Background: an optimization exercise with open tools, aiming at small area and a short achievable clock period. Do not read the settings as production practice. The RTL was checked by simulation tests, not by an equivalence proof against the original design.

job 101:
Design DOUBLY_PIPELINE, start of the top module:
module DOUBLY_PIPELINE(clk,xi,yi,r,ang,xf,yf);
input signed [15:0] xi,yi;
input clk;
output signed [15:0] r,ang;
output signed [15:0] xf,yf;
reg signed [15:6] xr, yr;   
reg signed [15:0] a2,a3,a4,a5,a6,a7,a8;
reg signed [15:0] b2,b3,b4,b5,b6,b7;
reg        t2;
reg [1:0]  t3;
reg [2:0]  t4;
reg [3:0]  t5;
reg [4:0]  t6;
reg [5:0]  t7;
reg [5:0]  t8;
reg signed [15:0] x2,x3,x4,x5,x6,x7,x8;
reg signed [15:0] y2,y3,y4,y5,y6,y7,y8;
reg signed [15:0] r_q, xf_q, yf_q;
reg [13:0] ang_q;
reg svn2, svn3, svn4, svn5, svn6;         
reg dxn1, dxn2, dxn3, dxn4, dxn5, dxn6;   
wire [15:0] sc_r, sc_x, sc_y;
scale16 u_sr(.v(a8), .q(sc_r));
scale16 u_sx(.v(x8), .q(sc_x));
scale16 u_sy(.v(y8), .q(sc_y));
wire signed [15:0] a1, b1;
wire c_a1, c_b1;
wire [5:0] a1lo_n, b1lo_n; wire ca_n, cb_n;
add6_skl u_a1lo(.a(xi[5:0]), .b(yi[5:0]), .cin(1'b0), .s(a1lo_n), .cout(ca_n));
add6_skl u_b1lo(.a(yi[5:0]), .b(~xi[5:0]), .cin(1'b1), .s(b1lo_n), .cout(cb_n));
reg [5:0] a1lo, b1lo; reg ca, cb;
wire [9:0] a1hi, b1hi;
add10_skl u_a1hi(.a(xr[15:6]), .b(yr[15:6]), .cin(ca), .s(a1hi), .cout(c_a1));
add10_skl u_b1hi(.a(yr[15:6]), .b(~xr[15:6]), .cin(cb), .s(b1hi), .cout(c_b1));
assign a1 = {a1hi, a1lo};
assign b1 = {b1hi, b1lo};
wire signed [15:0] sh_a2 = b1 >>> 1;
wire [15:0] n_a2; wire co_a2;
  ...
Size: about 3,500 cells after synthesis, about 560 flip-flops, ~97 I/O pins, ~0.038 mm2 of cells after synthesis.
==> flow/config.mk <==
export PLATFORM = sky130hd
export DESIGN_NAME = DOUBLY_PIPELINE
export DESIGN_NICKNAME = DOUBLY_PIPELINE
export VERILOG_FILES = /design/flow/design.v
export SDC_FILE = /design/flow/constraint.sdc
export NUM_CORES = 4
export LEC_CHECK = 0
export CAP_MARGIN = 20
export CORE_MARGIN = 2
export CORE_UTILIZATION = 40
export CTS_CLUSTER_DIAMETER = 200
export CTS_CLUSTER_SIZE = 25
export SLEW_MARGIN = 20
==> flow/constraint.sdc <==
create_clock -name core_clock -period 22.0 [get_ports {clk}]
set_input_delay 4.4000 -clock core_clock [delete_from_list [all_inputs] [get_ports {clk}]]
set_output_delay 4.4000 -clock core_clock [all_outputs]
set_load 0.01 [all_outputs]
standard.sh (not shown) runs the stock make flow with config.mk's settings and CLKGATE_MAP_FILE= SYNTH_SCRIPT=/design/flow/synth_recipe.tcl, a recipe that flattens the netlist after the stock synthesis.
==> flow/flow/run.sh <==
#!/bin/bash
set -euo pipefail
export BUFFER_PORTS_ARGS="-buffer_cell sky130_fd_sc_hd__buf_2"
export SETUP_SLACK_MARGIN=16.5
bash standard.sh > standard_flow.log 2>&1
For job 102, these inputs were changed with respect to job 101:
==> flow/flow/run.sh <==
#!/bin/bash
set -euo pipefail
export BUFFER_PORTS_ARGS="-buffer_cell sky130_fd_sc_hd__buf_2"
bash standard.sh > standard_flow.log 2>&1
==> comparison <==
Run comparison: job 101 startpoint-to-endpoint class of the critical path reg -> out; job 102 startpoint-to-endpoint class of the critical path reg -> reg. Count of sequential standard cells came out exactly the same in job 102 and job 101. Compared with job 101, in job 102 wire length lost about 2.3%, headroom to the max-slew limit went up, setup skew after layout shows an increase of 0.0042 ns.

---

Another version of the RTL of DOUBLY_PIPELINE (not shown whole).
For scale: roughly 3500 cells after synthesis, roughly 560 flip-flops, about 97 I/O pins.
export LEC_CHECK = 0
export CAP_MARGIN = 20
export CORE_MARGIN = 2
export CORE_UTILIZATION = 40
export CTS_CLUSTER_DIAMETER = 200
export CTS_CLUSTER_SIZE = 25
export SLEW_MARGIN = 20
create_clock -name core_clock -period 22.0 [get_ports {clk}]
run.sh (not shown) runs the stock make flow with config.mk's settings and CLKGATE_MAP_FILE= SYNTH_SCRIPT=/design/flow/synth_recipe.tcl, a recipe that flattens the netlist after the stock synthesis.
Stock flow here: none of the scripts above is used.
The starting point passed the timing, DRC and antenna checks.
Next try:
--- a/flow/config.mk
+++ b/flow/config.mk
@@ -12,0 +13 @@
+export GPL_TIMING_DRIVEN = 0
- The changed run went through all stages and came out clean
- sequential share of layout area shrinks by 0.10 points
- routed wire length grows by 2.2%
- first-iteration DRC count shrinks by 14%
- register-to-register slack loses 390 ps
- setup slack loses 390 ps
- clock skew grows by 7.2 ps
- count of clock-buffer cells in the layout shrinks by 1
- non-clock buffer count grows by 41
- via count grows by 1.1%
- design area grows by 0.37%

---

Setup of run A:
DOUBLY_PIPELINE, a different RTL version from the one above (not shown whole).
Size: ~3500 cells after synthesis, roughly 550 flip-flops.
make LEC_CHECK=0 CAP_MARGIN=20 CORE_MARGIN=2 CORE_UTILIZATION=40 SLEW_MARGIN=20 finish   # period 22.0 ns
### run A -> run B
# run A
export LEC_CHECK = 0
export CAP_MARGIN = 20
export CORE_MARGIN = 2
export CORE_UTILIZATION = 40
export SLEW_MARGIN = 20
create_clock -name core_clock -period 22.0 [get_ports {clk}]
# run B
export LEC_CHECK = 0
export CAP_MARGIN = 20
export CORE_MARGIN = 2
export CORE_UTILIZATION = 40
export CTS_CLUSTER_DIAMETER = 200
export CTS_CLUSTER_SIZE = 25
export SLEW_MARGIN = 20
create_clock -name core_clock -period 22.0 [get_ports {clk}]
### Flow results
The flow did not stop early for run B: all stages ran, and the layout cleared the timing, DRC and antenna checks.
Row clock network contribution to total cell area: run B lower / run A higher
Compared with run A, run B shows via count of the first global-routing pass that has gone down by a few percent.
Between run A and run B, the share of async-settable or async-resettable flops after synthesis does not differ in any meaningful way.
STATUS register-to-register slack: run B wins against run A
The standard cells in run B occupy less silicon area than those in run A do.
Here is what was changed in the inputs of run C compared with run B.
# run B
export LEC_CHECK = 0
export CAP_MARGIN = 20
export CORE_MARGIN = 2
export CORE_UTILIZATION = 40
export CTS_CLUSTER_DIAMETER = 200
export CTS_CLUSTER_SIZE = 25
export SLEW_MARGIN = 20
create_clock -name core_clock -period 22.0 [get_ports {clk}]
# run C
export LEC_CHECK = 0
export CAP_MARGIN = 20
export CORE_MARGIN = 2
export CORE_UTILIZATION = 40
export CTS_BUF_LIST = sky130_fd_sc_hd__clkbuf_8
export SLEW_MARGIN = 20
create_clock -name core_clock -period 22.0 [get_ports {clk}]
Results
- Run C completed; timing, DRC and antenna clean
- From run B to run C the numbers moved as follows: utilization went up.
- Run comparison: run B start point of the critical path yf_q[12]; run C start point of the critical path ang_q[13]
- Per the comparison of run C with run B, data arrival time at the worst-slack endpoint went up by 0.10 ns; fmax decreased by 0.0029 GHz relative to the old numbers; global-route usage went up.
The inputs of run D differ from those of run C as listed below.
# run C
export LEC_CHECK = 0
export CAP_MARGIN = 20
export CORE_MARGIN = 2
export CORE_UTILIZATION = 40
export CTS_BUF_LIST = sky130_fd_sc_hd__clkbuf_8
export SLEW_MARGIN = 20
create_clock -name core_clock -period 22.0 [get_ports {clk}]
# run D
export LEC_CHECK = 0
export CAP_MARGIN = 20
export CORE_MARGIN = 2
export CORE_UTILIZATION = 40
export CTS_BUF_LIST = sky130_fd_sc_hd__clkbuf_8
export CTS_CLUSTER_SIZE = 30
export SLEW_MARGIN = 20
create_clock -name core_clock -period 22.0 [get_ports {clk}]
Findings:
Going from run C to run D, number of clock buffers in the layout now sits at about the same level; number of cell rows now sits at about the same level; area growth from synthesis to layout now sits at about the same level.
--- input diff run D..run E ---
# run D
export LEC_CHECK = 0
export CAP_MARGIN = 20
export CORE_MARGIN = 2
export CORE_UTILIZATION = 40
export CTS_BUF_LIST = sky130_fd_sc_hd__clkbuf_8
export CTS_CLUSTER_SIZE = 30
export SLEW_MARGIN = 20
create_clock -name core_clock -period 22.0 [get_ports {clk}]
# run E
export LEC_CHECK = 0
export CAP_MARGIN = 20
export CORE_MARGIN = 2
export CORE_UTILIZATION = 40
export SLEW_MARGIN = 20
create_clock -name core_clock -period 22.0 [get_ports {clk}]
==> flow/flow/run.sh (new file) <==
#!/bin/bash
set -euo pipefail
export BUFFER_PORTS_ARGS="-buffer_cell sky130_fd_sc_hd__buf_2"
bash standard.sh > standard_flow.log 2>&1
==> flow/standard.sh (new file) <==
#!/bin/bash
# synth_recipe.tcl (not shown) runs the flow's synth.tcl, then flattens the netlist and writes it again
# the make line also repeats each setting of config.mk as NAME=value (left out here)
make -C /OpenROAD-flow-scripts/flow DESIGN_CONFIG=/design/flow/config.mk WORK_HOME=/design/flow/orfs CLKGATE_MAP_FILE= SYNTH_SCRIPT=/design/flow/synth_recipe.tcl "${@:-finish}"
removed: flow/run.sh
==> notes.md <==
- Diff run D..run E | synthesized cell count | unchanged
- Looking at run E and run D, the share of cell area taken by multi-input logic gates is a wash.

---

Starting RTL as in the previous note.
==> flow/config.mk <==
export PLATFORM = sky130hd
export DESIGN_NAME = DOUBLY_PIPELINE
export DESIGN_NICKNAME = DOUBLY_PIPELINE
export VERILOG_FILES = /design/flow/design.v
export SDC_FILE = /design/flow/constraint.sdc
export NUM_CORES = 4
export LEC_CHECK = 0
export CAP_MARGIN = 20
export CORE_MARGIN = 2
export CORE_UTILIZATION = 40
export CTS_CLUSTER_DIAMETER = 150
export CTS_CLUSTER_SIZE = 20
export SLEW_MARGIN = 20
==> flow/constraint.sdc <==
create_clock -name core_clock -period 22.0 [get_ports {clk}]
set_input_delay 4.4000 -clock core_clock [delete_from_list [all_inputs] [get_ports {clk}]]
set_output_delay 4.4000 -clock core_clock [all_outputs]
set_load 0.01 [all_outputs]
Stock flow here: none of the scripts above is used.
Then changed:
Settings changed: CTS_CLUSTER_DIAMETER 150 to not set, CTS_CLUSTER_SIZE 20 to 40.
Result: The new run went through all stages and came out clean; sequential share of layout area is lower by 0.88 points; register-to-register slack loses 0.03 ns; hold slack loses 0.0081 ns.

---

Another version of the RTL of DOUBLY_PIPELINE (not shown whole).
Size: about 550 flip-flops, ~97 I/O pins, about 0.038 mm2 of cells after synthesis.
==> flow/config.mk <==
export PLATFORM = sky130hd
export DESIGN_NAME = DOUBLY_PIPELINE
export DESIGN_NICKNAME = DOUBLY_PIPELINE
export VERILOG_FILES = /design/flow/design.v
export SDC_FILE = /design/flow/constraint.sdc
export NUM_CORES = 4
export LEC_CHECK = 0
export CAP_MARGIN = 20
export CORE_MARGIN = 2
export CORE_UTILIZATION = 40
export CTS_CLUSTER_DIAMETER = 200
export CTS_CLUSTER_SIZE = 25
export SLEW_MARGIN = 20
==> flow/constraint.sdc <==
create_clock -name core_clock -period 22.0 [get_ports {clk}]
set_input_delay 4.4000 -clock core_clock [delete_from_list [all_inputs] [get_ports {clk}]]
set_output_delay 4.4000 -clock core_clock [all_outputs]
set_load 0.01 [all_outputs]
==> next run, changes <==
==> flow/flow/run.sh (new file) <==
#!/bin/bash
set -euo pipefail
export BUFFER_PORTS_ARGS="-buffer_cell sky130_fd_sc_hd__buf_2"
export SETUP_SLACK_MARGIN=16.5
bash standard.sh > standard_flow.log 2>&1
==> flow/standard.sh (new file) <==
#!/bin/bash
# synth_recipe.tcl (not shown) runs the flow's synth.tcl, then flattens the netlist and writes it again
# the make line also repeats each setting of config.mk as NAME=value (left out here)
make -C /OpenROAD-flow-scripts/flow DESIGN_CONFIG=/design/flow/config.mk WORK_HOME=/design/flow/orfs CLKGATE_MAP_FILE= SYNTH_SCRIPT=/design/flow/synth_recipe.tcl "${@:-finish}"
Settings changed: CTS_BUF_LIST set to sky130_fd_sc_hd__clkbuf_8 sky130_fd_sc_hd__clkbuf_16.
removed: flow/run.sh
Wire length went down slightly.
Setup slack is better by 0.63 ns.
Cell area shrinks slightly.
Global-route usage falls by 0.27 points.
Maximum frequency goes up by roughly a tenth.
Die area does not change.
==> next run, changes <==
Settings changed: CTS_BUF_LIST sky130_fd_sc_hd__clkbuf_8 sky130_fd_sc_hd__clkbuf_16 to unset, PLACE_DENSITY set to 0.7.
=> The new run ran to the end with no violations; critical path depth does not change; design area barely changes; sequential share of layout area barely changes; area after synthesis does not change; setup slack is better by 0.022 ns; global-route usage hardly moves; wire length increases by 0.76%; register-to-register slack is worse by 0.06 ns; final cell count hardly moves; first-iteration DRC count climbs by 17%.
==> next run, changes <==
--- a/flow/flow/run.sh
+++ b/flow/flow/run.sh
@@ -4 +3,0 @@
-export SETUP_SLACK_MARGIN=16.5
Settings changed: PLACE_DENSITY 0.7 to unset.
The new run passed the timing, DRC and antenna checks.
Global-route usage goes up by 0.14 points.
Count of clock-buffer cells in the layout is unchanged.
Hold slack loses 0.0031 ns.

---

## tundra
Another version of the RTL of DOUBLY_PIPELINE (not shown whole).
For scale: about 3600 cells after synthesis, ~560 flip-flops, ~97 I/O pins, about 39000 um2 of cells after synthesis.
clock: 22.0 ns
lec_check: 0
cap_margin: 20
core_margin: 2
core_utilization: 40
cts_cluster_diameter: 200
cts_cluster_size: 25
slew_margin: 20
Stock flow here: none of the scripts above is used.
tundra was carried through to the last stage, and its layout satisfied the timing, DRC and antenna checks.
Setup changes, tundra to pepper
==> flow/flow/run.sh (new file) <==
#!/bin/bash
set -euo pipefail
export BUFFER_PORTS_ARGS="-buffer_cell sky130_fd_sc_hd__buf_2"
bash standard.sh > standard_flow.log 2>&1
==> flow/standard.sh (new file) <==
#!/bin/bash
# synth_recipe.tcl (not shown) runs the flow's synth.tcl, then flattens the netlist and writes it again
# the make line also repeats each setting of config.mk as NAME=value (left out here)
make -C /OpenROAD-flow-scripts/flow DESIGN_CONFIG=/design/flow/config.mk WORK_HOME=/design/flow/orfs CLKGATE_MAP_FILE= SYNTH_SCRIPT=/design/flow/synth_recipe.tcl "${@:-finish}"
removed: flow/run.sh
Results
[pepper] worst endpoint data arrival time rose 4.63 ns relative to tundra. Diff tundra..pepper | first-pass GRT wire length | negligible. Area share of buffers outside the clock network (lower): pepper. Wire length on met1 | pepper above tundra.
Modified inputs, raven compared to pepper
Settings: CTS_CLUSTER_DIAMETER now 150, was 200; CTS_CLUSTER_SIZE now 20, was 25.
## What came out
| total non-filler cell area in the finished layout | raven vs pepper | ≈ equal |
The final reports for raven and pepper show routed metal-1 wirelength higher in the former.
The inputs of umber differ from those of raven as listed below.
Settings: changing CTS_CLUSTER_SIZE from 20 to 25; setting PLACE_DENSITY to 0.75 for the first time; changing CTS_CLUSTER_DIAMETER from 150 to 200; changing CORE_UTILIZATION from 40 to 65.
## What came out
umber reached the final stage; the timing, DRC and antenna checks on its layout passed.
NOTE detailed-route wire length per cell raven->umber increased by more than 10%
What raven reported for core footprint has to be multiplied by 0.62 to get the figure for umber.
Going from raven to umber, the overall routing resource usage was found to have gone up by 10 points.
Final clock period utilization by the worst path: umber vs raven up 0.56 points
Final design instance area without fill delta (umber − raven): favourable
Share of the final layout cell area in sequential cells was lower in the run labelled raven.
~same count of nets after finishing in umber and raven

---

RTL: one of the versions met above, not the one the previous note started from.
Size in the first run: roughly 3400 cells after synthesis, ~550 flip-flops, roughly 97 I/O pins, roughly 38000 um2 of cells after synthesis.
export LEC_CHECK = 0
export CAP_MARGIN = 20
export CORE_MARGIN = 2
export CORE_UTILIZATION = 40
export CTS_CLUSTER_DIAMETER = 200
export CTS_CLUSTER_SIZE = 25
export SLEW_MARGIN = 20
create_clock -name core_clock -period 22.0 [get_ports {clk}]
standard.sh (not shown) runs the stock make flow with config.mk's settings and CLKGATE_MAP_FILE= SYNTH_SCRIPT=/design/flow/synth_recipe.tcl, a recipe that flattens the netlist after the stock synthesis.
==> flow/flow/run.sh <==
#!/bin/bash
set -euo pipefail
export BUFFER_PORTS_ARGS="-buffer_cell sky130_fd_sc_hd__buf_2"
export SETUP_SLACK_MARGIN=16.65
bash standard.sh > standard_flow.log 2>&1
The baseline produced a clean layout.
Next try:
==> flow/flow/run.sh (replaced) <==
#!/bin/bash
set -euo pipefail
export BUFFER_PORTS_ARGS="-buffer_cell sky130_fd_sc_hd__buf_2"
export SETUP_SLACK_MARGIN=16.5
bash standard.sh > standard_flow.log 2>&1
Settings changed: CORE_UTILIZATION 40 to 60, PLACE_DENSITY from default to 0.72.
Cell area is lower by 1.9%.
Worst setup slack is better by 0.0067 ns.

## static timing again, ports no longer ideal
In the flow no input, the clock included, has a driving cell. The finished layouts below were timed again as built, in two steps.
Step 1, drivers: a clkbuf_16 drives clk and a buf_2 each remaining input, both assumed.
Step 2 also shifts input and output timing later by t, the mid clock arrival at the registers, as if the neighbouring blocks saw the same clock.
Three values: ideal, step 1, step 2; two values: the first two.
run	t (ns)	setup slack, ns	worst data-port slew with drivers (ns)	pins driven straight from the clock port
job 101	0.658	16.543 / 16.482 / 16.085	0.03	1
job 102	0.647	15.839 / 15.839 / 15.839	0.03	1
the first run of note 2	0.653	15.905 / 15.905 / 15.905	0.05	1
the second run of note 2	0.662	15.513 / 15.513 / 15.513	0.05	1
run A	0.665	16.144 / 16.081 / 16.244	0.04	1
run B	0.645	16.146 / 16.084 / 16.297	0.04	1
run C	0.750	16.045 / 15.984 / 16.311	0.04	1
run D	0.750	16.045 / 15.984 / 16.311	0.04	1
run E	0.665	15.854 / 15.854 / 15.854	0.03	1
the first run of note 4	0.667	16.125 / 16.065 / 16.270	0.04	1
the second run of note 4	0.663	16.144 / 16.081 / 16.242	0.04	1
the first run of note 5	0.643	15.908 / 15.908 / 15.652	0.03	1
the second run of note 5	0.656	16.540 / 16.479 / 16.144	0.03	1
the third run of note 5	0.645	16.562 / 16.499 / 16.174	0.03	1
the fourth run of note 5	0.657	15.983 / 15.983 / 15.983	0.03	1
tundra	0.657	16.128 / 16.068 / 16.435	0.05	1
pepper	0.655	16.404 / 16.404 / 16.404	0.04	1
raven	0.667	16.416 / 16.416 / 16.416	0.04	1
umber	0.654	16.293 / 16.293 / 16.293	0.05	1
the first run of note 7	0.657	16.547 / 16.484 / 16.182	0.03	1
the second run of note 7	0.637	16.554 / 16.494 / 16.177	0.04	1
After both steps every run listed still meets setup and hold. For job 101, which loses most, drivers alone change the setup slack by -0.061 ns; drivers and shift together by -0.458 ns.
